Context: an optimization exercise on an open-source flow, tuned for small area. The choices shown serve that exercise and are no tape-out recipe.
Function was checked by simulation only, so behaviour that the tests miss may differ from the original.
Power figures rest on the tool's default switching activity, not on a simulated workload.

==> design/flow/design.v <==
module fifo
        #(parameter WIDTH = 16,
        parameter DEPTH = 16)
        (output logic [WIDTH-1:0] fifo_data_out,
        output logic fifo_full, fifo_empty,
        input logic [WIDTH-1:0] fifo_data_in,
        input logic rst_, clk, fifo_write, fifo_read);
        logic [$clog2(DEPTH)-1:0] wr_ptr, rd_ptr;
        logic [DEPTH-1:0][WIDTH-1:0] fifo_memory;
        logic [$clog2(DEPTH):0] cnt;
	always_ff @(posedge clk, negedge rst_) begin 
	if(!rst_) begin
	    for(bit[4:0] i = 0 ;i <= DEPTH - 1 ; i++)begin fifo_memory[i] <= 0 ; end
	    wr_ptr <= 0;
   	    rd_ptr <= 0;
	    cnt <= 0;
        end
        else begin
            if(fifo_write && !fifo_full) begin
                fifo_memory[wr_ptr] <= fifo_data_in;
                wr_ptr <= wr_ptr + 1 ;
                cnt <= cnt + 1 ;
            end
            else if(fifo_read && !fifo_empty)begin
                fifo_data_out <= fifo_memory[rd_ptr];
                rd_ptr <= rd_ptr + 1;
                cnt <= cnt - 1;
            end
        end
    end
    always_comb begin
        if(cnt == 0) begin 
            fifo_empty = 1;
            fifo_full = 0;
        end
        else if(cnt == DEPTH) begin 
            fifo_empty = 0;
            fifo_full = 1;
        end
        else begin 
            fifo_empty = 0;
            fifo_full = 0;
        end
    end
endmodule
==> design/flow/run.sh <==
#!/bin/bash
# synth_recipe.tcl (not shown) runs the flow's synth.tcl, then flattens the netlist and writes it again
# the make line also repeats each setting of config.mk as NAME=value (left out here)
make -C /OpenROAD-flow-scripts/flow DESIGN_CONFIG=/design/flow/config.mk WORK_HOME=/design/flow/orfs CLKGATE_MAP_FILE= SYNTH_SCRIPT=/design/flow/synth_recipe.tcl finish
==> design/flow/config.mk <==
export PLATFORM = sky130hd
export DESIGN_NAME = fifo
export DESIGN_NICKNAME = fifo
export VERILOG_FILES = /design/flow/design.v
export SDC_FILE = /design/flow/constraint.sdc
export NUM_CORES = 4
export LEC_CHECK = 0
export CAP_MARGIN = 20
export CORE_MARGIN = 2
export CORE_UTILIZATION = 40
export SLEW_MARGIN = 20
==> design/flow/constraint.sdc <==
create_clock -name core_clock -period 4.0 [get_ports {clk}]
set_input_delay 0.8000 -clock core_clock [delete_from_list [all_inputs] [get_ports {clk}]]
set_output_delay 0.8000 -clock core_clock [all_outputs]
set_load 0.01 [all_outputs]
==> run notes, run 1 <==
clk sink count about 290; Die ar. between 30,000 and 40,000 um^2; Die W between 150 and 200 um; Post-DP HPWL between 20 and 25 mm; total wire length between 30 and 40 mm; post-cts sizing count 0; CP endpoint kind output port; top cells by area, synth dfrtp_1 52%, mux4_2 11%, a32o_1 11%, mux2_2 9.7%, edfxtp_1 3.7%; Post-layout nets 911; unrepaired setup endpoints after global routing no; CP Class reg2out; Wirelength per Cell 24.99 um; first-pass GRT wire length 52.29 mm; # port buffers 37; Min-Delay Path Class in2async; netlist area before placement between 10,000 and 15,000 um^2; run status complete, no violations; setup TNS 0 ns; CORE AREA 31,560 um^2; worst skew pair latency 0.57 ns; Worst R2R End fifo_memory[193]; Max IR drop VDD ~370 uV; Total GRT Usage 20.25%; htree depth 1; DR vias/cell just over 6; cts hold-fix bufs 0; final slew viol count 0; pin count of the biggest net entering global routing about 130; row cnt 65; final setup vio count 0; Post-DRT Antenna Nets 0; area taken by multi-input logic gates about 5300 um^2; PwrDens approximately 870 nW/um^2; cts bufs inserted 31; Worst Skew 0.02611 ns; yosys warns 1; iteration-0 DRC count of the detailed router 606; Pleak approximately 6.2 nW; post-synth top area cell dfrtp_1; DR vias around 8,100; Fin. Hold Viols 0; synth unique cells approximately 50; die height 183.2 um; vias in the first global route between 8,000 and 9,000; R2R setup slack about 0.90 ns; EDFF count, synth 16; area grow syn2layout 15.39%; layout cells sized above 1 31.72%; clock-pin slew on the worst setup and hold paths about 0.06 ns; CP Max Fanout 6; Max Fclk between 300 and 400 MHz; clock period minus worst slack approximately 3.3 ns; Yosys top cell area share roughly 52%; Storage cell area about 7200 um^2; Net Count, Synth roughly 890; asr flop ratio synth roughly 94%; post-synthesis sequential area ratio 56.15%; Worst slew margin 39.96%; startpoint types flip-flop; Top Ports 38; Primary FF master, synth dfrtp_1; # fillers 2,782; TritonCTS clock tree done; critical path required time 3.20 ns; worst-margin pin slew roughly 0.9 ns; DRC violations left 0; CTS Buffer Depth 3; routability cong. 0.7579; Reg-to-Reg Start wr_ptr[0]; synthesized area per cell roughly 15 um^2; cell count after synthesis 859; register bit total from synthesis 285; initial antenna violation count 0; GRT overflow 0; Initial Util between 40% and 50%; setup bufs post-CTS 0; Ant. Diodes 0; max_cap viols 0; drt pass-1 iters 5; Pwr Total ~0.013 W; Arr. time, crit path about 2.5 ns; R2R cell count 8; Final period util between 80% and 90%; Root Driver clkbuf_16
synth_stat cells (2+ instances only):
cell type	instances
and2_1	4
xnor2_1	9
edfxtp_1	16
nor2b_1	8
a21oi_1	3
nor4b_1	2
mux2_2	111
or4_1	2
dfrtp_1	269
clkbuf_1	67
nor3_1	3
buf_1	6
nand2b_1	4
nand4_1	5
buf_2	14
a211oi_2	3
and3_1	3
ha_1	7
a21o_1	2
xor2_1	2
o2bb2ai_1	5
inv_1	5
mux4_2	64
a22oi_1	32
a32o_1	140
mux2_1	2
nand3b_1	2
nor2_1	7
nand2_1	40
cell usage in the layout, fill, tap and decap left out, drive strengths merged, types with 9 or more instances in the layout:
master         Yosys  layout
nand2             40      40
dfrtp            269     269
clkbuf            67      44
mux4              64      64
a22oi             32      32
edfxtp            16      16
xnor2              9       9
a32o             140     140
clkdlybuf4s50      0      36
buf               21      43
mux2             114     114
worst max-delay path by stage:
stage / to / slack (ns) / from / depth (start not counted)
after floorplan: fifo_memory[166] / 1.37 / wr_ptr[0] / 10
after detailed placement: fifo_memory[90] / 0.67 / fifo_write / 5
after CTS: fifo_full / 0.68 / cnt[0] / 4
after global routing: fifo_full / 0.53 / cnt[0] / 4
after global placement: fifo_memory[90] / 0.70 / fifo_write / 5
final: fifo_full / 0.71 / cnt[0] / 4
critical path: stages, from the launching register on:
cell and delay (ns):
dfrtp_1 0.47, nor4_4 0.60, nand2_1 0.23, inv_1 0.10
clkdlybuf4s50_1 0.54
state kept, by name (all words and copies together) (netlist names):
signal and count:
fifo_memory 256, cnt 5, fifo_data_out 16, rd_ptr 4, wr_ptr 4
stage by stage:
stage                     worst slack (ns)  area, um^2  instances  hold slack, ns  utilization (%)
final                               0.7087       14820       1310          0.1730            46.97
after global routing                0.5324       14820       1310          0.2101            46.97
after CTS                           0.6803       14820       1310          0.1953            46.97
after detailed placement            0.6662       13780       1252          0.4727            43.67
after global placement              0.6977       13780       1252          0.4625            43.67
after floorplan                      1.370       12840        859          0.4515                -
cells by family (layout without fill, tap and decap cells):
family	Yosys count	count (layout)	synth area share, %
buf+inv	94	143	2.962
xor+xnor	11	11	0.7502
mux	179	179	21.32
flops	285	285	56.15
compound gates	194	194	14.27
fa+ha+maj	8	8	0.8378
simple gates	88	88	3.702
layout make-up:
type	count	share of cell area [%]
clock buffer	44	5.969
sequential	285	48.70
clock inverter	14	1.047
timing repair buffer	79	4.998
tap	402	3.394
inverter	6	0.1688
multi-input combinational	480	35.73
metal layers:
layer / share of wire (%) / global-route usage (%) / up-vias
li1: - / - / 3488
met1: 46 / 29.68 / 4392
met2: 48 / 32.50 / 224
met3: 4.9 / 2.562 / 39
met4: 1.5 / 4.416 / 0
met5: 0 / 0 / -
where the power goes:
group	switching (W)	leakage (nW)	internal, W
Clock	0.00116	0.516	0.00173
Combinational	0.00246	2.10	0.00251
Sequential	0.000806	3.56	0.00415
Total	0.00444	6.18	0.00839
==> run 2, diff against run 1 <==
==> design/flow/design.v (replaced) <==
module fifo
        #(parameter WIDTH = 16,
        parameter DEPTH = 16)
        (output logic [WIDTH-1:0] fifo_data_out,
        output logic fifo_full, fifo_empty,
        input logic [WIDTH-1:0] fifo_data_in,
        input logic rst_, clk, fifo_write, fifo_read);
    logic [DEPTH-1:0][WIDTH-1:0] mem;
    logic [DEPTH-1:0] head;
    logic empty_r;
    logic push, pop;
    assign fifo_empty = empty_r;
    assign fifo_full  = head[DEPTH-1];
    assign push = fifo_write && !fifo_full;
    assign pop  = fifo_read && !fifo_empty && !push;
    always_ff @(posedge clk, negedge rst_) begin
        if (!rst_) begin
            head <= '0;
            empty_r <= 1'b1;
        end else if (push) begin
            head <= {head[DEPTH-2:0], empty_r};
            empty_r <= 1'b0;
        end else if (pop) begin
            head <= {1'b0, head[DEPTH-1:1]};
            empty_r <= head[0];
        end
    end
    logic [WIDTH-1:0] rdata;
    always_comb begin
        rdata = '0;
        for (int i = 0; i < DEPTH; i++)
            rdata = rdata | (mem[i] & {WIDTH{head[i]}});
    end
    always_ff @(posedge clk) begin
        if (push && rst_)
            mem <= {mem[DEPTH-2:0], fifo_data_in};
        if (pop && rst_)
            fifo_data_out <= rdata;
    end
endmodule
==> run 2 against run 1 <==
Flip-flop and latch count is 4 higher. Synthesized cell count is 37% lower. Combinational power is about 80% lower. Worst setup slack better by 0.14 ns. Critical path depth is 3 lower. Clock power is about 10% lower. Routed wire length is 29% lower. Sequential power is 4.6% lower. Count of clock-buffer cells in the layout is 11 lower. Total power is 35% lower. Still clean. Largest power group is now sequential cells. Clock skew is 0.017 ns lower. Worst hold slack better by 0.27 ns.
==> run notes, run 2 <==
GRT overflow 0 (unchanged); post-cts sizing count 0 (unchanged); die height 165.5 um (-9.7%); setup bufs post-CTS 0 (unchanged); asr flop ratio synth 5.882% (-89 points); Die ar. 27,380 um^2 (-18%); register bit total from synthesis 289 (+1.4%); Top Registers mem x256, fifo_data_out x16, head x16; worst path cell trace clkdlybuf4s50_1; synth unique cells 24 (-53%); yosys warns 1 (unchanged); Sequential Power Share 57.0% (+18 points); commonest non-fill, non-tap cell in the layout edfxtp_1; Worst slew margin 22.40% (-18 points); placed inst area 11,020 um^2 (-20%); TritonCTS clock tree done; critical path required time 3.20 ns (about the same); vias in the first global route 5,602 (-35%); Post-layout nets 596 (-35%); Yosys top cell area share 78.31% (+26 points); area taken by multi-input logic gates 1562 um^2 (-71%); max_cap viols 0 (unchanged); Post-DP HPWL 11.86 mm (-42%); EDFF count, synth 272 (+256); Pleak 3.818 nW (-38%); CP endpoint kind output port; worst-margin pin slew 1.164 ns (+0.2683 ns); Total GRT Usage 16.95% (-3.3 points); Max Fclk 317.7 MHz (+4.6%); Clock Power Share 31.2% (+8.6 points); switching portion of total power 30.26% (-4.3 points); CP Class reg2out; startpoint types flip-flop; hold path startpoint mem[97]; CP Max Fanout 21 (+15); htree depth 1 (unchanged); clock period minus worst slack 3.148 ns (-0.1436 ns); initial antenna violation count 0 (unchanged); Post-DRT Antenna Nets 0 (unchanged); Storage cell area 8596 um^2 (+19%); Psw 0.002511 W (-43%); top post-synthesis cells by count 272 x edfxtp_1, 65 x a22o_1, 63 x a221oi_1, 29 x nand2_1; Slowest Stage Delay on Critical Path 1.10 ns (+0.50 ns); final setup margin 0.8523 ns (+0.1436 ns); top cells by area, synth edfxtp_1 78%, a22o_1 5.5%, a221oi_1 5.3%, dfrtp_1 3.8%, buf_6 1.5%; # port buffers 37 (unchanged); synthesized area per cell 19.31 um^2 (+29%); Arr. time, crit path 2.35 ns (-0.14 ns); PwrDens 696.1 nW/um^2 (-20%); count leader, synth edfxtp_1; Crit. Startpoint head[15]; area grow syn2layout 14.29%; pin count of the biggest net entering global routing 117 (-7.9%); CORE AREA 25,840 um^2 (-18%); first-pass GRT wire length 34.07 mm (-35%); final setup vio count 0 (unchanged); clk sink count 289 (+1.4%); Top Ports 38 (unchanged); Net Count, Synth 560 (-37%); Root Driver clkbuf_16; run status complete, no violations; CP Buf/Inv Count 1 (-1); setup TNS 0 ns (unchanged); unrepaired setup endpoints after global routing no; Die W 165.5 um (-9.7%); DR vias 5,489 (-33%); routability cong. 0.7665 (+1.1%); design area 11,920 um^2 (-20%); post-synth top area cell edfxtp_1; drt pass-1 iters 5 (unchanged); cts bufs inserted 29 (-6.5%); iteration-0 DRC count of the detailed router 713 (+18%); Slowest cell on crit path dfrtp_1; Ant. Diodes 0 (unchanged); Int Pwr 0.005786 W (-31%); cts hold-fix bufs 0 (unchanged); Reg-to-Reg Start head[15]; # fillers 2,167 (-22%); Fin. Hold Viols 0 (unchanged); dpl ws 1.045 ns (+0.3787 ns); delay-heaviest family, CP flip-flops; Primary FF master, synth edfxtp_1; total wire length 23.10 mm (-29%); layout cells sized above 1 8.040% (-24 points); DRC violations left 0 (unchanged); max reg flops 256 (unchanged); Worst Skew 0.009185 ns (-0.01692 ns); netlist area before placement 10,430 um^2 (-19%); cell count after synthesis 540 (-37%); most frequent cells in the layout 272 x edfxtp_1, 65 x a22o_1, 63 x a221oi_1; post-synthesis sequential area ratio 82.40% (+26 points); worst skew pair latency 0.53 ns (-0.04 ns); Combinational Power Share 11.9% (-27 points); Max IR drop VDD 322.8 uV (-14%); Final period util 78.69% (-3.6 points); clock-pin slew on the worst setup and hold paths 0.06 ns (about the same); DR vias/cell 5.889 (-5.3%); CTS Buffer Depth 3 (unchanged); final slew viol count 0 (unchanged); Wirelength per Cell 24.79 um (-0.80%); row cnt 59 (-9.2%); Biggest register mem; Min-Delay Path Class reg2reg; Initial Util 40.37% (-0.33 points)
## run 2: routing by layer
metal | GRT usage (%) | vias to the layer above | wire [um]
met2 | 26.78 | 245 | 10970
li1 | - | 2357 | -
met3 | 3.122 | 33 | 1671
met4 | 4.232 | 0 | 438
met5 | 0 | - | 0
met1 | 24.51 | 2854 | 10020
## run 2: area by class of cell
cell class              instances  area share (%)
clock buffers                  33           6.214
clock inverters                19           1.333
inverters                       1         0.03149
multi-input cells             212           13.10
flip-flops and latches        289           72.11
well taps                     335           3.516
repair buffers                 43           3.695
## run 2: cell families after synthesis
kind of cell,Yosys count,synth area share (%)
DFF,289,82.40
and+or+nand+nor,67,2.927
buffers and inverters,39,2.819
AOI/OAI and AO/OA,145,11.85
## run 2: metrics by stage
stage                     utilization [%]  hold slack, ns  cells  total power, W
after floorplan                         -          0.4267    540        0.005276
after global placement              42.65          0.4296    880        0.005720
after detailed placement            42.65          0.4322    880        0.005775
after CTS                           46.13          0.4440    932        0.008353
after global routing                46.14          0.4590    932        0.008615
final                               46.14          0.4446    932        0.008297
## run 2: final timing paths
check | to | slack (ns) | cells after the start
hold / removal | mem[113] | 0.44 | 0
max in group asynchronous | empty_r | 3.08 | 2
setup reg to reg | mem[208] | 1.37 | 3
min in group asynchronous | head[3] | 0.65 | 2
hold reg to reg | mem[113] | 0.44 | 0
setup / recovery | fifo_full | 0.85 | 1
## run 2: power by group through the flow
stage                     registers, W  clock network, W  logic [W]
after floorplan                0.00398                 0    0.00130
after global routing           0.00477           0.00275    0.00110
after global placement         0.00476                 0   0.000961
final                          0.00473           0.00259   0.000985
after CTS                      0.00473           0.00263   0.000994
after detailed placement       0.00478                 0   0.000991
==> run 3, diff against run 2 <==
==> design/flow/design.v (replaced) <==
module fifo_aoi3
        (output logic y,
        input logic a0, s0, a1, s1, a2, s2);
    assign y = ~((a0 & s0) | (a1 & s1) | (a2 & s2));
endmodule
module fifo
        #(parameter WIDTH = 16,
        parameter DEPTH = 16)
        (output logic [WIDTH-1:0] fifo_data_out,
        output logic fifo_full, fifo_empty,
        input logic [WIDTH-1:0] fifo_data_in,
        input logic rst_, clk, fifo_write, fifo_read);
    logic [DEPTH-1:0][WIDTH-1:0] mem;
    logic [$clog2(DEPTH):0] cnt;
    logic push, pop;
    assign fifo_empty = (cnt == 0);
    assign fifo_full  = (cnt == DEPTH);
    assign push = fifo_write && !fifo_full;
    assign pop  = fifo_read && !fifo_empty && !push;
    always_ff @(posedge clk, negedge rst_) begin
        if (!rst_)
            cnt <= 0;
        else if (push)
            cnt <= cnt + 1;
        else if (pop)
            cnt <= cnt - 1;
    end
    logic [DEPTH-1:0] sel;
    always_comb
        for (int i = 0; i < DEPTH; i++)
            sel[i] = (cnt[$clog2(DEPTH)-1:0] == 4'(i + 1));
    logic [WIDTH-1:0] rdata;
    logic [4:0][WIDTH-1:0] t;
    for (genvar k = 0; k < 5; k++) begin : g_slice
        for (genvar b = 0; b < WIDTH; b++) begin : g_bit
            fifo_aoi3 u_aoi (.y(t[k][b]),
                .a0(mem[3*k][b]), .s0(sel[3*k]),
                .a1(mem[3*k+1][b]), .s1(sel[3*k+1]),
                .a2(mem[3*k+2][b]), .s2(sel[3*k+2]));
        end
    end
    assign rdata = ~(t[0] & t[1] & t[2] & t[3] & t[4]) | (mem[15] & {WIDTH{sel[15]}});
    always_ff @(posedge clk) begin
        if (push && rst_)
            mem <= {mem[DEPTH-2:0], fifo_data_in};
        if (pop && rst_)
            fifo_data_out <= rdata;
    end
endmodule
--- a/design/flow/config.mk
+++ b/design/flow/config.mk
@@ -11 +11,2 @@
 export SLEW_MARGIN = 20
+export SYNTH_HIERARCHICAL = 1
==> run 3 against run 2 <==
Still clean. Sequential share of layout area down 1.3 points. Register-to-register slack got worse by 0.54 ns. Flip-flop and latch count decreased by 12. Worst hold slack better by 0.00073 ns. Routed wire length decreased by 9.2%. Global-route usage down 1.1 points. Clock skew grew 0.0020 ns. Utilization is 2.3 points higher. Critical path type unchanged. Largest cell class unchanged. Highest routed layer unchanged.
==> run notes, run 3 <==
run status complete, no violations; max_cap viols 0 (unchanged); EDFF count, synth 272 (unchanged); final slew viol count 0 (unchanged); Post-DRT Antenna Nets 0 (unchanged); Max IR drop VDD 328.6 uV (+1.8%); yosys warns 7 (+6); TritonCTS clock tree done; row cnt 57 (-3.4%); clock period minus worst slack 3.306 ns (+0.1580 ns); R2R setup slack 0.83 ns (-0.54 ns); Min-Delay Path Class reg2reg; DRC violations left 0 (unchanged); CTS Buffer Depth 3 (unchanged); Post-layout nets 571 (-4.2%); GRT overflow 0 (unchanged); final setup vio count 0 (unchanged); Reg-to-Reg Start cnt[0]; Initial Util 40.53% (+0.16 points); Worst slew margin 23.61% (+1.2 points); Storage cell area 8293 um^2 (-3.5%); most frequent cells in the layout 272 x edfxtp_1, 80 x a222oi_1, 37 x clkdlybuf4s50_1; commonest non-fill, non-tap cell in the layout edfxtp_1; area grow syn2layout 19.45%; Ant. Diodes 0 (unchanged); cts hold-fix bufs 0 (unchanged); worst skew pair latency 0.54 ns (about the same); startpoint types flip-flop; max reg flops 256 (unchanged); area taken by multi-input logic gates 1562 um^2 (unchanged); pin count of the biggest net entering global routing 142 (+21%); Net Count, Synth 497 (-11%); Root Driver clkbuf_16; CP Max Fanout 11 (-48%); Fin. Hold Viols 0 (unchanged); first-pass GRT wire length 31.38 mm (-7.9%); Wirelength per Cell 23.51 um (-5.1%); Worst Skew 0.01115 ns (+0.001967 ns); synthesized area per cell 20.71 um^2 (+7.2%); final design utilization 48.41% (+2.3 points); PwrDens 679.9 nW/um^2 (-2.3%); netlist area before placement 9798 um^2 (-6.1%); post-synthesis sequential area ratio 84.64% (+2.2 points); total wire length 20.98 mm (-9.2%); htree depth 1 (unchanged); DR vias 5,311 (-3.2%); Die W 160.5 um (-3.0%); Max Fclk 302.5 MHz (-4.8%); # fillers 1,965 (-9.3%); unrepaired setup endpoints after global routing no; crit path capture fifo_full; top post-synthesis cells by count 272 x edfxtp_1, 80 x a222oi_1, 21 x nand2_1, 16 x and3_1, 16 x nand4_1; CP endpoint kind output port; initial antenna violation count 0 (unchanged); Crit. Startpoint cnt[0]; cell count after synthesis 473 (-12%); Top Registers mem x256, fifo_data_out x16, cnt x5; Yosys top cell area share 83.36% (+5.1 points); asr flop ratio synth 1.805% (-4.1 points); Biggest register mem; setup TNS 0 ns (unchanged); register bit total from synthesis 277 (-4.2%); layout cells sized above 1 13.20% (+5.2 points); CORE AREA 24,180 um^2 (-6.4%); Hold WS 0.4453 ns (+0.0007250 ns); post-synth top area cell edfxtp_1; routability cong. 0.8176 (+6.7%); worst-margin pin slew 1.142 ns (-0.02189 ns); # port buffers 37 (unchanged); hold path startpoint mem[144]; clk sink count 277 (-4.2%); critical path required time 3.20 ns (about the same); R2R cell count 7 (+4); DR vias/cell 5.954 (+1.1%); iteration-0 DRC count of the detailed router 936 (+31%); vias in the first global route 5,208 (-7.0%); Final period util 82.64% (+4.0 points); drt pass-1 iters 6 (+1); post-cts sizing count 0 (unchanged); die height 160.5 um (-3.0%); top cells by area, synth edfxtp_1 83%, a222oi_1 8.2%, dfrtp_1 1.3%, and3_1 1.0%, nand4_1 1.0%; design area 11,700 um^2 (-1.8%); CP Class reg2out; synth unique cells 30 (+25%); clock-pin slew on the worst setup and hold paths 0.06 ns (about the same); placed inst area 10,780 um^2 (-2.2%); Top Ports 38 (unchanged); Total GRT Usage 15.88% (-1.1 points); Worst R2R End cnt[4]; Post-DP HPWL 11.29 mm (-4.8%); Die ar. 25,760 um^2 (-5.9%); setup bufs post-CTS 0 (unchanged); Arr. time, crit path 2.51 ns (+0.16 ns); Pwr Total 0.007957 W (-4.1%); count leader, synth edfxtp_1; cts bufs inserted 28 (-3.4%); Primary FF master, synth edfxtp_1; Pleak 3.716 nW (-2.6%)
run 3: cell families (layout without fill, tap and decap cells):
group	Yosys count	in the layout	synth area share, %
XOR/XNOR	3	3	0.2682
buffers and inverters	11	106	0.6001
AO/OA/AOI/OAI	97	97	9.539
adder cells (fa/ha/maj)	4	4	0.5875
flip-flops	277	277	84.64
AND/OR/NAND/NOR	81	81	4.367
run 3: critical path, stage by stage, from the launching register on:
cell and delay (ns):
dfrtp_1 0.59, or4_4 0.71, nor2_1 0.12, clkdlybuf4s50_1 0.54
run 3: worst min-delay path by stage:
| stage | end | slack [ns] | depth (start not counted) |
|---|---|---|---|
| global route | mem[211] | 0.46 | 0 |
| detailed placement | mem[211] | 0.43 | 0 |
| global placement | mem[215] | 0.43 | 0 |
| finish | mem[160] | 0.45 | 0 |
| CTS | mem[36] | 0.45 | 0 |
| floorplan | mem[112] | 0.43 | 0 |
run 3: through the flow:
stage | setup slack, ns | std cells
floorplan | -1.231 | 473
global placement | 0.7517 | 841
detailed placement | 0.5983 | 841
CTS | 0.6652 | 892
global route | 0.6076 | 892
finish | 0.6943 | 892
run 3: final cells by class:
cell class / instances / share of cell area [%]
clock buffer: 33 / 6.329
clock inverter: 18 / 1.604
inverter: 4 / 0.1283
multi-input combinational: 185 / 13.34
sequential: 277 / 70.86
tap: 324 / 3.464
timing repair buffer: 51 / 4.276
run 3: metal layers:
metal / vias to the layer above / part of all wire [%] / track usage (%)
met3: 46 / 9.6 / 3.254
met4: 0 / 2.6 / 5.160
met1: 2718 / 41 / 22.68
li1: 2277 / - / -
met2: 270 / 47 / 24.69
met5: - / 0 / 0
run 3: modules after synthesis (local to each module, per instance):
module,cells,flops+latches
fifo_aoi3,1,0
fifo,393,277
run 3: power by group:
group          switching [W]  internal [W]  total, W  leakage (nW)
registers           0.000226       0.00359   0.00382          2.61
logic               0.000911      0.000604   0.00152         0.660
clock network        0.00105       0.00157   0.00263         0.452
==> run 4, diff against run 3 <==
--- a/design/flow/design.v
+++ b/design/flow/design.v
@@ -13,6 +13,6 @@
     logic [DEPTH-1:0][WIDTH-1:0] mem;
-    logic [$clog2(DEPTH):0] cnt;
+    logic [$clog2(DEPTH):0] last;
     logic push, pop;
-    assign fifo_empty = (cnt == 0);
-    assign fifo_full  = (cnt == DEPTH);
+    assign fifo_empty = last[$clog2(DEPTH)];
+    assign fifo_full  = !last[$clog2(DEPTH)] && (&last[$clog2(DEPTH)-1:0]);
     assign push = fifo_write && !fifo_full;
@@ -21,7 +21,7 @@
         if (!rst_)
-            cnt <= 0;
+            last <= '1;
         else if (push)
-            cnt <= cnt + 1;
+            last <= last + 1'b1;
         else if (pop)
-            cnt <= cnt - 1;
+            last <= last - 1'b1;
     end
@@ -30,3 +30,3 @@
         for (int i = 0; i < DEPTH; i++)
-            sel[i] = (cnt[$clog2(DEPTH)-1:0] == 4'(i + 1));
+            sel[i] = (last[$clog2(DEPTH)-1:0] == 4'(i));
     logic [WIDTH-1:0] rdata;
==> design/flow/flow/run.sh (new file) <==
#!/bin/bash
# The standard layout with two changes:
#  - clock tree: clkbuf_8 leaf buffers on clusters of up to 20 registers, and
#    no dummy loads (the clock tree is not balanced with extra buffers);
#  - port buffers: buf_1 instead of the default choice.
# The make output of every step goes to standard.log in the work folder; ORFS
# keeps each tool's own log under orfs/logs/.
set -euo pipefail
export CTS_ARGS="-sink_clustering_enable -repair_clock_nets -dont_use_dummy_load -buf_list sky130_fd_sc_hd__clkbuf_8 -sink_clustering_size 20 -sink_clustering_max_diameter 60"
export BUFFER_PORTS_ARGS="-buffer_cell sky130_fd_sc_hd__buf_1"
bash standard.sh > standard.log 2>&1
==> design/flow/standard.sh (new file) <==
#!/bin/bash
# synth_recipe.tcl (not shown) runs the flow's synth.tcl, then flattens the netlist and writes it again
# the make line also repeats each setting of config.mk as NAME=value (left out here)
make -C /OpenROAD-flow-scripts/flow DESIGN_CONFIG=/design/flow/config.mk WORK_HOME=/design/flow/orfs CLKGATE_MAP_FILE= SYNTH_SCRIPT=/design/flow/synth_recipe.tcl "${@:-finish}"
--- a/design/flow/config.mk
+++ b/design/flow/config.mk
@@ -9,3 +9,3 @@
 export CORE_MARGIN = 2
-export CORE_UTILIZATION = 40
+export CORE_UTILIZATION = 65
 export SLEW_MARGIN = 20
removed: design/flow/run.sh
==> run 4 against run 3 <==
Clock power shrank 54%. Utilization grew 23 points. Sequential share of layout area grew 8.0 points. Cell count shrank 21%. Cell area shrank 10%. Count of clock-buffer cells in the layout shrank 15. Global-route usage grew 8.6 points. Total power shrank 22%. Worst setup slack gained 0.61 ns. Worst hold slack lost 0.028 ns.
==> run notes, run 4 <==
Top Ports 38 (unchanged); max reg flops 256 (unchanged); Slowest Stage Delay on Critical Path 0.87 ns (+0.16 ns); Top Registers mem x256, fifo_data_out x16, last x5; Pleak 3.257 nW (-12%); worst hold endpoint mem[6]; Worst Skew 0.06169 ns (+0.05054 ns); CORE AREA 14,640 um^2 (-39%); row cnt 44 (-23%); mux share of post-synthesis cell area 0.1534% (+0.15 points); post-synthesis sequential area ratio 84.81% (+0.17 points); Ant. Diodes 0 (unchanged); Die ar. 16,050 um^2 (-38%); clk sink count 277 (unchanged); Fin. Hold Viols 0 (unchanged); Post-DRT Antenna Nets 0 (unchanged); CP Max Fanout 16 (+5); max_cap viols 0 (unchanged); CP endpoint kind flip-flop; top post-synthesis cells by count 272 x edfxtp_1, 80 x a222oi_1, 21 x nand2_1, 17 x and3_1, 16 x nand4_1; Pwr Total 0.006224 W (-22%); simple-gate share of the synthesized area 4.437% (+0.070 points); worst hold stages 1 (+1); DR vias/cell 7.271 (+22%); Slowest cell on crit path nor2_2; Final period util 67.42% (-15 points); first-pass GRT wire length 29.42 mm (-6.2%); CTS Buffer Depth 3 (unchanged); Post-layout nets 549 (-3.9%); Max Fclk 370.8 MHz (+23%); GRT overflow 0 (unchanged); iteration-0 DRC count of the detailed router 1,017 (+8.7%); Non-Filler Instances 706 (-21%); cell count after synthesis 465 (-1.7%); Net Count, Synth 490 (-1.4%); register bit total from synthesis 277 (unchanged); R2R setup slack 1.30 ns (+0.47 ns); total wire length 19.63 mm (-6.4%); DR vias 5,133 (-3.4%); layout cells sized above 1 9.770% (-3.4 points); Primary FF master, synth edfxtp_1; worst path cell trace or2b_1, nor2_2, a222oi_1, and3_1, nand4_1; Die W 126.7 um (-21%); R2R cell count 5 (-2); synth unique cells 31 (+3.3%); post-cts sizing count 0 (unchanged); Total GRT Usage 24.47% (+8.6 points); htree depth 1 (unchanged); most frequent cells in the layout 272 x edfxtp_1, 80 x a222oi_1, 37 x buf_1; PwrDens 591.1 nW/um^2 (-13%); startpoint types flip-flop; pin count of the biggest net entering global routing 105 (-26%); EDFF count, synth 272 (unchanged); Cells after DPL 688 (-18%); Biggest register mem; Root Driver clkbuf_8; XOR/XNOR share of the synthesized area 0.2685% (+0.00034 points); clock period minus worst slack 2.697 ns (-0.6087 ns); DRC violations left 0 (unchanged); yosys warns 7 (unchanged); Initial Util 66.82% (+26 points); Reg-to-Reg Start last[2]; drt pass-1 iters 9 (+3); hold path startpoint fifo_data_in[6]; synthesized area per cell 21.04 um^2 (+1.6%); netlist area before placement 9786 um^2 (-0.13%); routability cong. 0.7754 (-5.2%); Worst slew margin 26.05% (+2.4 points); adder-cell share of the synthesized area 0.7160% (+0.13 points); final slew viol count 0 (unchanged); Arr. time, crit path 3.10 ns (+0.59 ns); count leader, synth edfxtp_1; worst-margin pin slew 1.108 ns (-0.03400 ns); largest family of logic cells by synthesized area compound AO/OA/AOI/OAI gates; Yosys top cell area share 83.47% (+0.11 points); Wirelength per Cell 27.81 um (+18%); setup TNS 0 ns (unchanged); critical path required time 4.41 ns (+1.21 ns); TritonCTS clock tree done; setup bufs post-CTS 0 (unchanged); Worst R2R End fifo_data_out[11]; cts bufs inserted 18 (-36%); area fraction in compound gates after synthesis 8.925% (-0.61 points); post-synth top area cell edfxtp_1; final setup vio count 0 (unchanged); die height 126.7 um (-21%); initial antenna violation count 0 (unchanged); top cells by area, synth edfxtp_1 83%, a222oi_1 8.2%, dfstp_2 1.3%, and3_1 1.1%, nand4_1 1.0%; unrepaired setup endpoints after global routing no; CP Class reg2reg; run status complete, no violations; Post-DP HPWL 10.75 mm (-4.8%); Min-Delay Path Class in2reg; # port buffers 37 (unchanged); vias in the first global route 5,076 (-2.5%); asr flop ratio synth 1.805% (unchanged); cts hold-fix bufs 0 (unchanged); clock-pin slew on the worst setup and hold paths 0.12 ns (+0.06 ns); area grow syn2layout 7.608%; commonest non-fill, non-tap cell in the layout edfxtp_1; worst skew pair latency 0.54 ns (about the same); Max IR drop VDD 418.1 uV (+27%)
## run 4: cell count changes in the layout (fill, tap and decap cells not counted), sizes merged, moves of 4 or more
| cell | before | now |
|---|---|---|
| a211oi | 4 | 0 |
| buf | 14 | 44 |
| bufinv | 4 | 0 |
| clkbuf | 33 | 18 |
| clkdlybuf4s50 | 37 | 0 |
| clkinv | 12 | 0 |
| dfrtp | 5 | 0 |
| dfstp | 0 | 5 |
## run 4: power breakdown
group          total, W  internal (W)  switching, W  leakage [nW]
clock network   0.00121      0.000409      0.000803         0.129
logic           0.00128      0.000477      0.000799         0.529
registers       0.00374       0.00353      0.000204          2.60
total           0.00622       0.00442       0.00181          3.26
## run 4: per-layer routing
metal	vias to the layer above	track usage, %	share of wire (%)
li1	2186	-	-
met1	2604	35.28	39
met2	303	39.14	49
met3	40	4.808	10
met4	0	7.563	2.3
met5	-	0	0
## run 4: metrics by stage
step	hold WS, ns	instance area [um^2]	utilization (%)	setup WS, ns
finish	0.4177	10530	71.91	1.303
global route	0.4037	10530	71.91	1.288
CTS	0.4044	10530	71.91	1.357
detailed placement	0.4335	10280	70.22	1.306
global placement	0.4301	10280	70.22	1.443
floorplan	0.4260	9788	-	0.7897
## run 4: worst max-delay path by stage
stage                           from                end  slack (ns)  cells past startpoint
final                        last[2]  fifo_data_out[11]        1.30                      5
after global routing         last[3]  fifo_data_out[11]        1.29                      5
after CTS                    last[2]  fifo_data_out[11]        1.36                      5
after detailed placement     last[2]  fifo_data_out[11]        1.31                      5
after global placement    fifo_write            mem[25]        1.44                      5
after floorplan           fifo_write             mem[0]        0.79                      3
## run 4: worst max-delay path, delay by kind of cell (launching register included)
kind / cells / cell delay (ns)
flops: 1 / 0.74
simple gates: 4 / 1.59
compound gates: 1 / 0.29
## run 4: logic make-up after synthesis
logic type | after synthesis
compound gates | 89
xor+xnor | 3
fa+ha+maj | 5
buf+inv | 9
flops | 277
mux | 1
simple gates | 81
## run 4: area by class of cell
type	instances	area (um^2)
clock buffer	18	247.7
fill	897	4114
inverter	4	15.01
multi-input combinational	179	1509
sequential	277	8299
tap	184	230.2
timing repair buffer	44	229.0
## run 4: modules after synthesis, one instance, submodules excluded
module | times used | cells inside
fifo_aoi3 | 80 | 1
fifo | 1 | 385
==> run 5, diff against run 4 <==
--- a/design/flow/design.v
+++ b/design/flow/design.v
@@ -13,6 +13,6 @@
     logic [DEPTH-1:0][WIDTH-1:0] mem;
-    logic [$clog2(DEPTH):0] last;
+    logic [$clog2(DEPTH):0] nlast;
     logic push, pop;
-    assign fifo_empty = last[$clog2(DEPTH)];
-    assign fifo_full  = !last[$clog2(DEPTH)] && (&last[$clog2(DEPTH)-1:0]);
+    assign fifo_empty = !nlast[$clog2(DEPTH)];
+    assign fifo_full  = nlast[$clog2(DEPTH)] && !(|nlast[$clog2(DEPTH)-1:0]);
     assign push = fifo_write && !fifo_full;
@@ -21,7 +21,7 @@
         if (!rst_)
-            last <= '1;
+            nlast <= '0;
         else if (push)
-            last <= last + 1'b1;
+            nlast <= nlast - 1'b1;
         else if (pop)
-            last <= last - 1'b1;
+            nlast <= nlast + 1'b1;
     end
@@ -30,3 +30,3 @@
         for (int i = 0; i < DEPTH; i++)
-            sel[i] = (last[$clog2(DEPTH)-1:0] == 4'(i));
+            sel[i] = (nlast[$clog2(DEPTH)-1:0] == 4'(DEPTH - 1 - i));
     logic [WIDTH-1:0] rdata;
==> run 5 against run 4 <==
Still clean. Worst hold slack worse by 0.27 ns. Global-route usage shrank 0.58 points. First-iteration DRC count decreased by 0.79%. Critical path depth shrank 1. Utilization rose by 0.27 points. Sequential share of layout area is 0.059 points lower. Cell count is 0.28% higher. Register-to-register slack about the same.
==> run notes, run 5 <==
Fin. Hold Viols 0 (unchanged); top cells by area, synth edfxtp_1 84%, a222oi_1 8.2%, dfrtp_1 1.3%, and3_1 1.0%, nand4_1 1.0%; TritonCTS clock tree done; post-synth top area cell edfxtp_1; DR vias 5,042 (-1.8%); max_cap viols 0 (unchanged); Ant. Diodes 0 (unchanged); post-synthesis sequential area ratio 85.15% (+0.34 points); htree depth 1 (unchanged); synth unique cells 30 (-3.2%); DR vias/cell 7.121 (-2.1%); Slowest Stage Delay on Critical Path 0.53 ns (-0.34 ns); Initial Util 66.76% (about the same); count leader, synth edfxtp_1; # port buffers 37 (unchanged); placed inst area 10,280 um^2 (unchanged); Root Driver clkbuf_8; run status complete, no violations; Top Registers mem x256, fifo_data_out x16, nlast x5; Wirelength per Cell 26.79 um (-3.7%); register bit total from synthesis 277 (unchanged); Max Fclk 356.3 MHz (-3.9%); CP Class reg2out; final design utilization 72.18% (+0.27 points); worst path cell trace nor4_4, buf_4, and2_1, buf_1; unrepaired setup endpoints after global routing no; Non-Filler Instances 708 (+0.28%); worst skew pair latency 0.53 ns (about the same); # fillers 880 (-1.9%); final slew viol count 0 (unchanged); Worst Skew 0.04166 ns (-0.02004 ns); post-cts sizing count 0 (unchanged); Total GRT Usage 23.89% (-0.58 points); global routing met3 resource utilization 4.007% (-0.80 points); EDFF count, synth 272 (unchanged); total wire length 18.97 mm (-3.4%); final setup vio count 0 (unchanged); row cnt 44 (unchanged); Slowest cell on crit path dfrtp_1; cts hold-fix bufs 0 (unchanged); first-pass GRT wire length 28.84 mm (-2.0%); final setup margin 1.193 ns (-0.1098 ns); routability cong. 0.8006 (+3.2%); GR peak layer met2; Biggest register mem; Die ar. 15,980 um^2 (-0.47%); Reg-to-Reg Start nlast[0]; worst-margin pin slew 1.063 ns (-0.04528 ns); Worst slew margin 29.07% (+3.0 points); Max IR drop VDD 365.3 uV (-13%); dpl ws 1.325 ns (+0.01912 ns); most frequent cells in the layout 272 x edfxtp_1, 80 x a222oi_1, 37 x buf_1; Post-DP HPWL 10.53 mm (-2.1%); area grow syn2layout 8.119%; GRT overflow 0 (unchanged); Primary FF master, synth edfxtp_1; Post-DRT Antenna Nets 0 (unchanged); drt pass-1 iters 8 (-1); layout cells sized above 1 9.924% (+0.15 points); met2 usage 38.63% (-0.51 points); max reg flops 256 (unchanged); top post-synthesis cells by count 272 x edfxtp_1, 80 x a222oi_1, 21 x nand2_1, 16 x and3_1, 16 x nand4_1; Net Count, Synth 486 (-0.82%); netlist area before placement 9739 um^2 (-0.47%); design area 10,530 um^2 (unchanged); critical path required time 3.20 ns (-1.21 ns); Storage cell area 8293 um^2 (about the same); CTS Buffer Depth 3 (unchanged); CP endpoint kind output port; Min-Delay Path Class in2async; pin count of the biggest net entering global routing 112 (+6.7%); DRC violations left 0 (unchanged); setup bufs post-CTS 0 (unchanged); cell count after synthesis 462 (-0.65%); asr flop ratio synth 1.805% (unchanged); commonest non-fill, non-tap cell in the layout edfxtp_1; grt met1 use 35.31% (about the same); Top Ports 38 (unchanged); cts bufs inserted 18 (unchanged); Pwr Total 0.006240 W (+0.26%); startpoint types flip-flop; Cells after DPL 690 (+0.29%); Final period util 70.17% (+2.7 points); CP Max Fanout 20 (+4); Arr. time, crit path 2.01 ns (-1.09 ns); synthesized area per cell 21.08 um^2 (+0.17%); area taken by multi-input logic gates 1474 um^2 (-2.3%); PwrDens 592.6 nW/um^2 (+0.26%); Yosys top cell area share 83.86% (+0.40 points); vias in the first global route 4,920 (-3.1%); Post-layout nets 550 (+0.18%); CORE AREA 14,590 um^2 (-0.38%); iteration-0 DRC count of the detailed router 1,009 (-0.79%); die height 126.4 um (-0.23%); Die W 126.4 um (-0.23%); clk sink count 277 (unchanged); initial antenna violation count 0 (unchanged); clock-pin slew on the worst setup and hold paths 0.12 ns (about the same); clock period minus worst slack 2.807 ns (+0.1098 ns); Crit. Startpoint nlast[0]; yosys warns 7 (unchanged); Pleak 3.267 nW (+0.30%)
run 5: cell types whose count changed in the layout (fill, tap and decap cells not counted), sizes merged, moves of 2 or more:
cell	before	now
dfrtp	0	5
xor2	2	0
dfstp	5	0
xnor2	1	3
buf	44	47
nor2	12	10
inv	4	7
run 5: final cells by class:
cell class	instances	area share [%]
clock buffers	18	2.353
well taps	184	2.186
flip-flops and latches	277	78.75
inverters	7	0.3208
repair buffers	47	2.388
multi-input cells	175	14.00
run 5: worst paths after layout:
check	cells past startpoint	endpoint	slack, ns
worst min register to register	0	mem[159]	0.42
worst max-delay path	4	fifo_full	1.19
max in group asynchronous	1	nlast[2]	3.55
min in group core_clock	0	mem[159]	0.42
worst min-delay path	1	nlast[0]	0.15
worst max register to register	9	nlast[4]	1.29
run 5: logic make-up after synthesis:
logic type,after synthesis,synth area share [%]
flops,277,85.15
compound gates,88,8.813
simple gates,77,4.253
buf+inv,10,0.5138
fa+ha+maj,4,0.5910
xor+xnor,3,0.2698
mux,3,0.4111
run 5: routing by layer:
layer  routed length (um)  share of wire (%)  up-vias
li1                     -                  -     2179
met1                 7519                 40     2570
met2                 9447                 50      268
met3                 1722                9.1       25
met4                  276                1.5        0
met5                    0                  0        -
run 5: stage by stage:
stage / setup TNS (ns) / hold WS [ns]
global route: 0 / 0.1407
global placement: 0 / 0.4309
finish: 0 / 0.1485
CTS: 0 / 0.1323
detailed placement: 0 / 0.4341
floorplan: -315.78 / 0.4260
run 5: critical path, delay by kind of cell, from the launching register on:
kind | cells | cell delay [ns]
buffers and inverters | 2 | 0.48
and+or+nand+nor | 2 | 0.48
DFF | 1 | 0.53
run 5: report_power, final:
part / internal [W] / switching (W) / leakage, nW / total (W)
clock: 0.000410 / 0.000786 / 0.129 / 0.00120
sequential: 0.00353 / 0.000178 / 2.60 / 0.00371
combinational: 0.000511 / 0.000825 / 0.533 / 0.00134
total: 0.00445 / 0.00179 / 3.27 / 0.00624
run 5: modules after synthesis (local to each module, per instance):
module | cells | times used
fifo_aoi3 | 1 | 80
fifo | 382 | 1
==> run 6, diff against run 5 <==
--- a/design/flow/flow/run.sh
+++ b/design/flow/flow/run.sh
@@ -1,6 +1,8 @@
 #!/bin/bash
-# The standard layout with two changes:
+# The standard layout with three changes:
 #  - clock tree: clkbuf_8 leaf buffers on clusters of up to 20 registers, and
 #    no dummy loads (the clock tree is not balanced with extra buffers);
-#  - port buffers: buf_1 instead of the default choice.
+#  - port buffers: buf_1 instead of the default choice;
+#  - after global routing, gates off the critical paths are downsized
+#    (RECOVER_POWER 100).
 # The make output of every step goes to standard.log in the work folder; ORFS
@@ -10,2 +12,3 @@
 export BUFFER_PORTS_ARGS="-buffer_cell sky130_fd_sc_hd__buf_1"
+export RECOVER_POWER=100
 bash standard.sh > standard.log 2>&1
==> run 6 against run 5 <==
Flip-flop and latch count stayed put. Cell area is 0.61% lower. Sequential share of layout area is 0.48 points higher. Maximum frequency is 14% lower. Non-clock buffer count stayed put. Critical path depth is 2 higher. Now fails the layout checks on max-capacitance violations, max-slew violations. Worst setup slack worse by 0.44 ns. Count of clock-buffer cells in the layout stayed put. Sequential power hardly changed.
==> run notes, run 6 <==
yosys warns 7 (unchanged); pin count of the biggest net entering global routing 112 (unchanged); CP endpoint kind flip-flop; Yosys top cell area share 83.86% (unchanged); max_cap viols 3 (+3); Post-DRT Antenna Nets 0 (unchanged); Reg-to-Reg Start nlast[0]; Pleak 3.243 nW (-0.73%); clock period minus worst slack 3.251 ns (+0.4437 ns); final setup vio count 0 (unchanged); netlist area before placement 9739 um^2 (unchanged); post-synthesis sequential area ratio 85.15% (unchanged); total wire length 18.88 mm (-0.45%); count leader, synth edfxtp_1; synthesized area per cell 21.08 um^2 (unchanged); Arr. time, crit path 3.35 ns (+1.34 ns); CORE AREA 14,590 um^2 (unchanged); Post-DP HPWL 10.53 mm (unchanged); CP Class reg2reg; Top Ports 38 (unchanged); Primary FF master, synth edfxtp_1; DRC violations left 0 (unchanged); Min-Delay Path Class in2async; Top Registers mem x256, fifo_data_out x16, nlast x5; drt pass-1 iters 8 (unchanged); Max Fclk 307.6 MHz (-14%); max reg flops 256 (unchanged); register bit total from synthesis 277 (unchanged); Ant. Diodes 0 (unchanged); Die W 126.4 um (unchanged); top cells by area, synth edfxtp_1 84%, a222oi_1 8.2%, dfrtp_1 1.3%, and3_1 1.0%, nand4_1 1.0%; cts hold-fix bufs 0 (unchanged); clock-pin slew on the worst setup and hold paths 0.12 ns (about the same); placed inst area 10,280 um^2 (unchanged); setup bufs post-CTS 0 (unchanged); Initial Util 66.76% (unchanged); initial antenna violation count 0 (unchanged); top post-synthesis cells by count 272 x edfxtp_1, 80 x a222oi_1, 21 x nand2_1, 16 x and3_1, 16 x nand4_1; first-pass GRT wire length 28.84 mm (unchanged); post-synth top area cell edfxtp_1; DR vias/cell 7.095 (-0.38%); Die ar. 15,980 um^2 (unchanged); startpoint types flip-flop; post-cts sizing count 0 (unchanged); Biggest register mem; row cnt 44 (unchanged); final design utilization 71.74% (-0.44 points); TritonCTS clock tree done; worst skew pair latency 0.53 ns (about the same); CTS Buffer Depth 3 (unchanged); Net Count, Synth 486 (unchanged); Root Driver clkbuf_8; Failed Checks max-capacitance violations, max-slew violations; GRT overflow 0 (unchanged); final slew viol count 164 (+164); cts bufs inserted 18 (unchanged); asr flop ratio synth 1.805% (unchanged); Max IR drop VDD 365.2 uV (about the same); clk sink count 277 (unchanged); Worst Skew 0.04111 ns (-0.0005492 ns); Wirelength per Cell 26.67 um (-0.45%); area grow syn2layout 7.464%; Worst R2R End fifo_data_out[13]; routability cong. 0.8006 (unchanged); synth unique cells 30 (unchanged); R2R cell count 6 (-3); critical path required time 4.10 ns (+0.90 ns); layout cells sized above 1 8.779% (-1.1 points); # port buffers 37 (unchanged); R2R setup slack 0.75 ns (-0.54 ns); iteration-0 DRC count of the detailed router 896 (-11%); most frequent cells in the layout 272 x edfxtp_1, 80 x a222oi_1, 36 x buf_1; design area 10,470 um^2 (-0.61%); run status finished with violations; Post-layout nets 550 (unchanged); Fin. Hold Viols 0 (unchanged); CP Max Fanout 20 (unchanged); commonest non-fill, non-tap cell in the layout edfxtp_1; PwrDens 593.2 nW/um^2 (+0.10%); EDFF count, synth 272 (unchanged); worst-margin pin slew 1.746 ns (+0.6829 ns); DR vias 5,023 (-0.38%); Final period util 81.26% (+11 points); vias in the first global route 4,920 (unchanged); Total GRT Usage 23.89% (unchanged); unrepaired setup endpoints after global routing no; die height 126.4 um (unchanged); cell count after synthesis 462 (unchanged); htree depth 1 (unchanged); Worst slew margin -16.38% (-45 points)
==> run 6: critical path, stage by stage, from the launching register on <==
cell	delay, ns
dfrtp_1	0.53
nor4_4	0.31
buf_4	0.33
a21o_1	0.32
inv_1	0.16
nor3_2	0.19
clkbuf_1	1.00
==> run 6: metrics by stage <==
step,std cells,setup TNS (ns),worst slack [ns],power (W),hold slack [ns]
after global placement,690,0,1.450,0.005048,0.4309
after CTS,708,0,1.134,0.006280,0.1323
after detailed placement,690,0,1.325,0.005100,0.4341
after floorplan,462,-315.78,-1.234,0.004593,0.4260
after global routing,708,0,0.5252,0.006474,0.1389
final,708,0,0.7495,0.006209,0.1526
==> run 6: worst max path at each step <==
stage	from	end	slack, ns	depth (start not counted)
after CTS	nlast[0]	fifo_full	1.13	4
final	nlast[0]	fifo_data_out[13]	0.75	6
after floorplan	fifo_write	mem[0]	-1.23	3
after detailed placement	nlast[0]	nlast[4]	1.32	9
after global routing	nlast[0]	fifo_data_out[13]	0.53	6
after global placement	nlast[0]	nlast[4]	1.45	9
==> run 6: per-layer routing <==
metal / up-vias / part of all wire, % / GRT usage, %
li1: 2176 / - / -
met1: 2570 / 39 / 35.31
met2: 248 / 50 / 38.63
met3: 29 / 9.1 / 4.007
met4: 0 / 1.6 / 5.495
met5: - / 0 / 0
==> run 6: cells by family (layout without fill, tap and decap cells) <==
group / after synthesis / count (layout) / share of synthesized area [%]
AO/OA/AOI/OAI: 88 / 88 / 8.813
XOR/XNOR: 3 / 3 / 0.2698
adder cells (fa/ha/maj): 4 / 4 / 0.5910
buffers and inverters: 10 / 72 / 0.5138
flip-flops: 277 / 277 / 85.15
multiplexers: 3 / 3 / 0.4111
AND/OR/NAND/NOR: 77 / 77 / 4.253
==> run 6: cell type report <==
class | count | area [um^2]
clock buffers | 18 | 247.7
fillers | 887 | 4123
inverters | 7 | 33.78
multi-input cells | 175 | 1456
flip-flops and latches | 277 | 8293
well taps | 184 | 230.2
repair buffers | 47 | 205.2
==> run 6: Yosys stat by module, one instance, submodules excluded <==
| module | area (um^2) | cells |
|---|---|---|
| fifo | 8939 | 382 |
| fifo_aoi3 | 10.01 | 1 |
==> run 6: report_power, final <==
group          total (W)  internal (W)  switching, W
Combinational    0.00130      0.000482      0.000816
Sequential       0.00372       0.00354      0.000176
Clock            0.00119      0.000410      0.000785
==> run 7, diff against run 6 <==
==> design/flow/flow/run.sh (replaced) <==
#!/bin/bash
# The standard layout with two changes:
#  - clock tree: clkbuf_8 leaf buffers on clusters of up to 16 registers, and
#    no dummy loads (the clock tree is not balanced with extra buffers);
#  - port buffers: buf_1 instead of the default choice.
# The make output of every step goes to standard.log in the work folder; ORFS
# keeps each tool's own log under orfs/logs/.
set -euo pipefail
export CTS_ARGS="-sink_clustering_enable -repair_clock_nets -dont_use_dummy_load -buf_list sky130_fd_sc_hd__clkbuf_8 -sink_clustering_size 16 -sink_clustering_max_diameter 50"
export BUFFER_PORTS_ARGS="-buffer_cell sky130_fd_sc_hd__buf_1"
bash standard.sh > standard.log 2>&1
==> run 7 against run 6 <==
Now clean on timing, DRC and antenna. Synthesized area is the same. Utilization is 0.91 points higher. Cell count grew 0.71%. Critical endpoint is now fifo_full.
==> run notes, run 7 <==
max reg flops 256 (unchanged); CORE AREA 14,590 um^2 (unchanged); drt pass-1 iters 7 (-1); final setup vio count 0 (unchanged); worst-margin pin slew 1.052 ns (-0.6942 ns); Primary FF master, synth edfxtp_1; CP endpoint kind output port; final design utilization 72.65% (+0.91 points); placed inst area 10,280 um^2 (unchanged); R2R cell count 9 (+3); Slowest Stage Delay on Critical Path 0.53 ns (-0.47 ns); netlist area before placement 9739 um^2 (unchanged); TritonCTS clock tree done; Post-DRT Antenna Nets 0 (unchanged); Die W 126.4 um (unchanged); # fillers 876 (-1.2%); DR vias/cell 6.987 (-1.5%); total wire length 19.03 mm (+0.82%); Initial Util 66.76% (unchanged); Biggest register mem; final slew viol count 0 (-100%); area taken by multi-input logic gates 1474 um^2 (+1.2%); cell count after synthesis 462 (unchanged); setup bufs post-CTS 0 (unchanged); vias in the first global route 5,024 (+2.1%); clk sink count 277 (unchanged); cts hold-fix bufs 0 (unchanged); clock-pin slew on the worst setup and hold paths 0.11 ns (about the same); EDFF count, synth 272 (unchanged); top post-synthesis cells by count 272 x edfxtp_1, 80 x a222oi_1, 21 x nand2_1, 16 x and3_1, 16 x nand4_1; clock period minus worst slack 2.817 ns (-0.4339 ns); CP Max Fanout 20 (unchanged); initial antenna violation count 0 (unchanged); asr flop ratio synth 1.805% (unchanged); worst path cell trace nor4_4, buf_4, and2_1, buf_1; row cnt 44 (unchanged); Arr. time, crit path 2.02 ns (-1.33 ns); Storage cell area 8293 um^2 (unchanged); Wirelength per Cell 26.69 um (+0.11%); CTS Buffer Depth 3 (unchanged); DRC violations left 0 (unchanged); Worst Skew 0.03800 ns (-0.003114 ns); Top Ports 38 (unchanged); post-synth top area cell edfxtp_1; # port buffers 37 (unchanged); htree depth 1 (unchanged); synthesized area per cell 21.08 um^2 (unchanged); CP Class reg2out; layout cells sized above 1 10.78% (+2.0 points); Final period util 70.41% (-11 points); unrepaired setup endpoints after global routing no; register bit total from synthesis 277 (unchanged); Ant. Diodes 0 (unchanged); die height 126.4 um (unchanged); Root Driver clkbuf_8; post-synthesis sequential area ratio 85.15% (unchanged); routability cong. 0.8006 (unchanged); max_cap viols 0 (-3); Die ar. 15,980 um^2 (unchanged); Top Registers mem x256, fifo_data_out x16, nlast x5; R2R setup slack 1.29 ns (+0.54 ns); Yosys top cell area share 83.86% (unchanged); Net Count, Synth 486 (unchanged); top cells by area, synth edfxtp_1 84%, a222oi_1 8.2%, dfrtp_1 1.3%, and3_1 1.0%, nand4_1 1.0%; commonest non-fill, non-tap cell in the layout edfxtp_1; post-cts sizing count 0 (unchanged); cts bufs inserted 23 (+5); run status complete, no violations; Pleak 3.303 nW (+1.8%); Slowest cell on crit path dfrtp_1; synth unique cells 30 (unchanged); startpoint types flip-flop; Max Fclk 355.0 MHz (+15%); setup TNS 0 ns (unchanged); Min-Delay Path Class in2async; Fin. Hold Viols 0 (unchanged); GRT overflow 0 (unchanged); first-pass GRT wire length 28.98 mm (+0.50%); worst skew pair latency 0.53 ns (about the same); Worst R2R End nlast[4]; PwrDens 601.9 nW/um^2 (+1.5%); Max IR drop VDD 370.3 uV (+1.4%); Post-layout nets 555 (+0.91%); count leader, synth edfxtp_1; iteration-0 DRC count of the detailed router 930 (+3.8%); CP Buf/Inv Count 2 (-1); delay-heaviest family, CP flip-flops; Reg-to-Reg Start nlast[1]; yosys warns 7 (unchanged); DR vias 4,982 (-0.82%); Post-DP HPWL 10.53 mm (unchanged); Total GRT Usage 23.98% (+0.094 points); design area 10,600 um^2 (+1.3%); most frequent cells in the layout 272 x edfxtp_1, 80 x a222oi_1, 37 x buf_1; critical path required time 3.20 ns (-0.90 ns); Worst slew margin 29.82% (+46 points); pin count of the biggest net entering global routing 112 (unchanged); area grow syn2layout 8.826%
run 7: cell count changes in the layout (fill, tap and decap cells not counted), sizes merged:
cell | before | now
buf | 42 | 47
run 7: area by class of cell:
type	count	area share [%]
sequential	277	78.24
multi-input combinational	175	13.91
clock buffer	23	2.987
timing repair buffer	47	2.373
tap	184	2.172
inverter	7	0.3187
run 7: worst register-to-register path: cells and delay by family (launching register included):
| family | cells | cell delay, ns |
|---|---|---|
| buffers and inverters | 2 | 0.41 |
| AND/OR/NAND/NOR | 2 | 0.44 |
| adder cells (fa/ha/maj) | 1 | 0.31 |
| AO/OA/AOI/OAI | 4 | 0.89 |
| flip-flops | 1 | 0.53 |
run 7: logic make-up (layout without fill, tap and decap cells):
| logic type | after synthesis | count (layout) | synth area share [%] |
|---|---|---|---|
| xor+xnor | 3 | 3 | 0.2698 |
| fa+ha+maj | 4 | 4 | 0.5910 |
| compound gates | 88 | 88 | 8.813 |
| simple gates | 77 | 77 | 4.253 |
| mux | 3 | 3 | 0.4111 |
| buf+inv | 10 | 77 | 0.5138 |
| flops | 277 | 277 | 85.15 |
run 7: through the flow:
stage	total power (W)	hold WS, ns	instances	setup WS, ns
floorplan	0.004593	0.4260	462	-1.234
global route	0.006639	0.1286	713	1.005
CTS	0.006412	0.1197	713	1.140
global placement	0.005048	0.4309	690	1.450
finish	0.006379	0.1310	713	1.183
detailed placement	0.005100	0.4341	690	1.325
run 7: worst max path at each step:
stage	from	endpoint	slack, ns	cells after the start
global route	nlast[1]	nlast[4]	1.01	9
floorplan	fifo_write	mem[0]	-1.23	3
finish	nlast[1]	fifo_full	1.18	4
CTS	nlast[1]	fifo_full	1.14	4
global placement	nlast[0]	nlast[4]	1.45	9
detailed placement	nlast[0]	nlast[4]	1.32	9
run 7: routing by layer:
| metal | track usage (%) | up-vias | share of wire (%) |
|---|---|---|---|
| li1 | - | 2186 | - |
| met2 | 39.16 | 234 | 50 |
| met5 | 0 | - | 0 |
| met1 | 34.62 | 2534 | 40 |
| met3 | 4.344 | 28 | 8.3 |
| met4 | 5.947 | 0 | 1.4 |
run 7: report_power, final:
| part | switching, W | internal [W] |
|---|---|---|
| sequential | 0.000179 | 0.00353 |
| clock | 0.000821 | 0.000515 |
| combinational | 0.000822 | 0.000511 |
run 7: per-module statistics from Yosys, one instance, submodules excluded:
module	cell area [um^2]	cells inside	copies in the design	flip-flops and latches
fifo	8939	382	1	277
fifo_aoi3	10.01	1	80	0

-- afterwards: timing with drivers on the ports --
No port has a modelled driver above. Below, the same layouts with a new extraction and two added sets of constraints.
Step 1: set_driving_cell puts a clkbuf_16 on clk and a buf_2 on each other input, an assumption about the parent block.
Step 2, shift: input delay + t, output delay - t, t = (earliest + latest rising clock arrival at the registers) / 2. This alone moves slack from input paths to output paths.
Slacks: ideal / step 1 / step 2; pairs: ideal / step 1.
run	t, ns	slack for setup (ns)	worst slew at a driven data input, ns	pins driven straight from the clock port
run 1	0.606	0.709 / 0.663 / 0.629	0.06	1
run 2	0.573	0.852 / 0.810 / 0.999	0.04	1
run 3	0.575	0.694 / 0.652 / 0.587	0.03	1
run 4	0.546	1.303 / 1.303 / 1.303	0.03	1
run 5	0.543	1.193 / 1.154 / 1.290	0.03	1
run 6	0.543	0.749 / 0.749 / 0.736	0.03	1
run 7	0.556	1.183 / 1.143 / 1.294	0.03	1
The setup slack of run 3, which loses most, moves by -0.042 ns with the drivers and by -0.107 ns with both steps.
